This design comes from an exercise in tuning for small area and a short achievable clock period on the open sky130 flow, not from production work. Only simulation tests tie the RTL to the original design; equivalence was not proved. Power and IR drop assume default switching activity.

--- config.mk ---
export PLATFORM = sky130hd
export DESIGN_NAME = SymbolsCounter
export DESIGN_NICKNAME = SymbolsCounter
export VERILOG_FILES = /design/flow/design.v
export SDC_FILE = /design/flow/constraint.sdc
export NUM_CORES = 4
export LEC_CHECK = 0
export CAP_MARGIN = 35
export CORE_MARGIN = 2
export CORE_UTILIZATION = 30
export PLACE_DENSITY = 0.45
export SLEW_MARGIN = 35
--- constraint.sdc ---
create_clock -name core_clock -period 10.0 [get_ports {clock}]
set_input_delay 2.0000 -clock core_clock [delete_from_list [all_inputs] [get_ports {clock}]]
set_output_delay 2.0000 -clock core_clock [all_outputs]
set_load 0.01 [all_outputs]
--- design.v ---
`timescale 1ns / 1ps
module SingleCount
#(
    parameter S_WIDTH = 8  
)(
    input mode,  
    input [S_WIDTH-1:0]alphabet_symbol,  
    input [S_WIDTH-1:0]symbol_in,  
    input [7:0]symbol_cnt_in,  
    output [7:0]symbol_cnt_out  
);
assign symbol_cnt_out = mode && (alphabet_symbol == symbol_in) ? symbol_cnt_in + 1 : symbol_cnt_in;
endmodule
`timescale 1ns / 1ps
module SymbolsCounter
#(
    parameter S_WIDTH = 8  
)(
    input clock,  
    input reset,  
    input start,  
    input mode,  
    input end_flag,  
    input [S_WIDTH-1:0]symbol_in,  
    output reg [7:0]count_array,  
    output reg [S_WIDTH-1:0]symbol_out,  
    output ready_out  
);
reg [S_WIDTH-1:0]alphabet_memory[255:0];  
reg [7:0]alphabet_counter;  
reg ready;
reg [7:0]result_memory[255:0];  
reg [7:0]result_counter;
reg [7:0]output_counter;
parameter S1 = 4'h01, S2 = 4'h02, S3 = 4'h03, S4 = 4'h04;
reg [2:0] state;
wire [S_WIDTH-1:0]memory_write;  
wire [7:0]result_write[255:0];  
assign memory_write = symbol_in;
integer i;
always @(posedge clock)
begin
    if(reset == 1'b1)  
    begin
        result_counter <= 0;
        alphabet_counter <= 0;
        output_counter <= 0;
        ready <= 0;
        state <= S1;
        count_array <= 0;
        symbol_out <= 0;
        for(i = 0; i < 256; i = i + 1)
        begin
            result_memory[i] <= 0;
            alphabet_memory[i] <= 0;
        end
    end
    else  
    begin
        case(state)
        S1:
            begin
                if(start == 1'b1) state <= S2; else state <= S1;
            end
        S2:
            begin
                ready <= 0;
                state <= S3;
            end        
        S3:
            begin
                if (end_flag != 1'b1)
                begin
                    case(mode)
                        0: 
                        begin  
                            alphabet_memory[alphabet_counter] <= memory_write;
                            alphabet_counter <= alphabet_counter + 1;
                            result_counter <= alphabet_counter + 1;
                        end
                        1: 
                        begin  
                            for(i = 0; i < 256; i = i + 1)
                            begin
                                if(i < result_counter) result_memory[i] <= result_write[i];
                            end
                        end
                    endcase
                end
                else  
                begin
                    if(result_counter > 0)
                    begin
                        count_array <= result_memory[output_counter];
                        symbol_out <= alphabet_memory[output_counter];
                        result_counter <= result_counter - 1;
                        output_counter <= output_counter + 1;
                    end
                    else
                    begin
                        result_counter <= output_counter;
                        output_counter <= 0;
                    end
                end
                ready <= 1;
                state <= S4;
            end
        S4:
            begin
                if(start == 1'b0) state <= S1; else state <= S4;
            end
        endcase
    end
end
assign ready_out = ready;  
genvar j;
generate for (j=0; j<256; j=j+1)
    begin: counter_loop
    SingleCount #(.S_WIDTH(S_WIDTH)) counter_step_0 (
        .mode(mode),
        .alphabet_symbol(alphabet_memory[j]),
        .symbol_in(symbol_in),
        .symbol_cnt_in(result_memory[j]),
        .symbol_cnt_out(result_write[j])
    );
    end
endgenerate
endmodule
--- run.sh ---
#!/bin/bash
# synth_recipe.tcl (not shown) runs the flow's synth.tcl, then flattens the netlist and writes it again
# the make line also repeats each setting of config.mk as NAME=value (left out here)
make -C /OpenROAD-flow-scripts/flow DESIGN_CONFIG=/design/flow/config.mk WORK_HOME=/design/flow/orfs CLKGATE_MAP_FILE= SYNTH_SCRIPT=/design/flow/synth_recipe.tcl finish
==> flow_metrics.tcl <==
set metrics [dict create \
    status "complete, no violations" \
    dr_total_vias 189039 \
    synth_largest_area_cell "edfxtp_1" \
    synth-warning-count 3 \
    critPathMaxFanout 23 \
    synthArstFlopShare_pct 0 \
    endpoint_kind "register" \
    clockPowerShare_pct 47.6 \
    finalMaxSlewViolations 0 \
    rows 314 \
    power_switching_mw 10.5 \
    cp.required_ns 11.00 \
    area_growth_syn_to_layout_pct 16.0 \
    crit_path_cell_trace "buf_4 > buf_4 > nand3_1 > buf_4 > buf_4 > nor2_1 > buf_4 > a32o_1 > a221oi_1 > nand3_1 > nor4_1 > buf_4 > nand4_1 > or4_1 > a22oi_1 > nor2_1" \
    final_common_cell "and3_1" \
    r2r-end "count_array[0]" \
    design_power_total_mw 40.3 \
    dieArea_sq_mm 0.742 \
    comb_power_share_pct 6.6 \
    antenna_left 0 \
    drc 0 \
    viasPerCell 6.01 \
    grt_pass1_vias 169152 \
    track_usage_pct 37.4 \
    min_period_ns 6.57 \
    gp_congestion 1.21 \
    min-delay-start "result_memory[219][7]" \
    finalCritPeriodShare_pct 65.7 \
    avgSynthCellArea_sq_um 10.4 \
    root_buffer "clkbuf_16" \
    cts_tree "built" \
    ctsHoldBuffers 0 \
    crit_family "simple AND/OR/NAND/NOR gates" \
    path_class "register to register" \
    wirelength_mm 1440 \
    timing.max_cap.violations 0 \
    hold_path_end "result_memory[219][7]" \
    postCtsSetupBuffers 0 \
    seq_area_frac_synth_pct 46.8 \
    hpwl_mm 1130 \
    overflow 0 \
    swShare_pct 25.9 \
    dp_slack_ns 2.68 \
    crit_arrival_ns 7.58 \
    tns_ns 0 \
    syn_nets 21396 \
    ys_seq_elements 4132 \
    drive_above_1_share_pct 14.2 \
    layout_common_cells "and3_1 (2303), edfxtp_1 (2048), dfxtp_1 (2041)" \
    crit_path_frequent_cell "buf_4" \
    crit-reg2reg-launch "output_counter[2]" \
    numPortBuffers 29 \
    setup_ws_ns 3.43 \
    cpPeakStageDelay_ns 0.96 \
    layout.nets 21266 \
    slew_headroom_pct 24.4 \
    finalSetupViolations 0 \
    hold_viol_final 0 \
    internal_power_mw 29.9 \
    die_x_um 861 \
    fp.dieH_um 861 \
    netlist.area_leader.share_pct 27.9 \
    crit_path_start_kind "register" \
    fmax_mhz 152 \
    r2r_setup_slack_ns 3.43 \
    netlist_area_sq_mm 0.221 \
    numCtsBuffers 524 \
    vdd_ir_drop_max_mv 0.203 \
    yosys_most_used_dff "dfxtp_1" \
    dr.pass1.iters 9 \
    postSynthCellCount 21117 \
    cts_resized 0 \
    hp-class "register to register" \
    fin_worst_skew_ns 0.0773 \
    worstSkewPairLatency_ns 1.15 \
    critPathSlowestCell "nand3_1" \
    synth_edf_count 2048 \
    cp_num_buf_inv 6 \
    initial_utilization_pct 30.1 \
    reg2regPathDepth 16 \
    clock_path_buffers 4 \
    avgRoutedWirePerCell_um 45.7 \
    clkTransAtPathRegs_ns 0.07 \
    synth_cell_type_count 96 \
    pwr_density_cell_mw_per_mm2 158 \
    grt_first_pass_wirelength_mm 1820 \
    drtIter0Drc 28732 \
    clock_sinks 4132 \
    power_frac_seq_pct 45.8 \
    core_area_sq_mm 0.732 \
    rsz0062_at_grt "no" \
    ioPinCount 30 \
    worst_pin_slew_ns 1.13 \
    hold_depth 2 \
    grt_max_degree 192 \
    antenna_found_initial 330 \
    synth_area_leaders "edfxtp_1 (28%), dfxtp_1 (19%), xor2_1 (6.8%)" \
    htree_levels 6 \
    p_leak_nw 91.5 \
]
==> sequential cells by signal, summed over array words and instances (netlist names) <==
name / flops
alphabet_counter: 8
alphabet_memory: 2048
count_array: 8
output_counter: 8
ready: 1
result_counter: 8
result_memory: 2040
state: 3
symbol_out: 8
==> power by group through the flow <==
stage | Clock [mW] | Combinational (mW) | Sequential, mW
global route | 20.0 | 2.78 | 18.5
detailed placement | 0 | 2.64 | 18.8
global placement | 0 | 2.62 | 18.8
floorplan | 0 | 1.57 | 18.7
finish | 19.2 | 2.68 | 18.5
CTS | 19.4 | 2.65 | 18.5
==> logic make-up (layout without fill, tap and decap cells) <==
logic type,after synthesis,after routing,share of synthesized area [%]
other,0,249,0
AOI/OAI and AO/OA,2369,2369,7.06
adders and majority gates,266,266,1.51
DFF,4132,4132,46.8
muxes,944,944,7.94
buffers and inverters,1754,2028,3.21
xor gates and xnor gates,3399,3399,13.5
and+or+nand+nor,8253,8253,20.0
==> routing by layer <==
layer / up-vias / global-route usage (%) / part of all wire [%] / wire length [um]
met4: 74 / 27.8 / 8.8 / 126000
met2: 11402 / 50.9 / 40 / 571000
li1: 77211 / - / - / -
met3: 2954 / 13.6 / 11 / 155000
met1: 97398 / 48.1 / 41 / 583000
met5: - / 1.02 / 0.092 / 1320
==> worst max-delay path by stage <==
stage	from	to	slack [ns]	cells after the start
after floorplan	symbol_in[4]	result_memory[16][7]	5.27	10
after global placement	end_flag	result_memory[123][7]	2.64	11
after detailed placement	end_flag	result_memory[123][7]	2.68	11
after CTS	end_flag	result_memory[123][7]	3.93	11
after global routing	output_counter[2]	count_array[0]	3.71	16
final	output_counter[2]	count_array[0]	3.43	16
==> synthesized netlist by cell type, types with 251 or more instances <==
master and number:
a22oi_1 624, edfxtp_1 2048, ha_1 266, clkbuf_1 1231
xnor2_1 1686, buf_2 251, mux2i_1 290, nand3_1 665
nand2_1 1287, nand4_1 711, xor2_1 1713, mux4_2 644
o21ai_0 505, a21oi_1 584, or3_1 452, dfxtp_1 2084
and3_1 2307, nor2_1 1963
==> stage by stage <==
step	instances	utilization, %	area [sq um]	hold WS [ns]
after floorplan	21117	-	221000	0.455
after global placement	30146	32.3	236000	0.466
after detailed placement	30220	32.5	238000	0.476
after CTS	31150	34.8	255000	0.483
after global routing	31239	34.9	255000	0.498
final	31436	35.0	256000	0.484
==> cell type report <==
type / count / area, sq um
clock inverters: 185 / 2080
fillers: 73165 / 476000
repair buffers: 1038 / 9200
clock buffers: 745 / 14800
multi-input cells: 15231 / 113000
diodes: 249 / 623
inverters: 60 / 233
well taps: 9796 / 12300
flip-flops and latches: 4132 / 103000
==> worst min-delay path: cells and delay by family, from the launching register on <==
kind           cells  cell delay [ns]
flip-flops         1             0.31
AO/OA/AOI/OAI      2             0.13

re-timing with driven ports:
The flow's constraints put no driver on any port. The routed layout listed below was extracted and timed again, unchanged, in two steps. Step 1, drivers: a clkbuf_16 drives clock and a buf_2 each remaining input, both assumed. Step 2 adds t to the input delays and takes it off the output delays; t is the mean of the earliest and latest rising clock arrival at the registers after step 1. Input paths then give back, and output paths get back, about the clock's delay inside the block. a / b / c = no drivers / after step 1 / after step 2; a / b = the first two.
t (ns): 1.256
slack for setup (ns): 3.425 / 3.425 / 2.605
worst register clock-pin slew, ns: 0.07 / 0.07
After both steps this run still meets setup and hold. For this run, drivers alone change the setup slack by 0.000 ns; drivers and shift together by -0.820 ns.
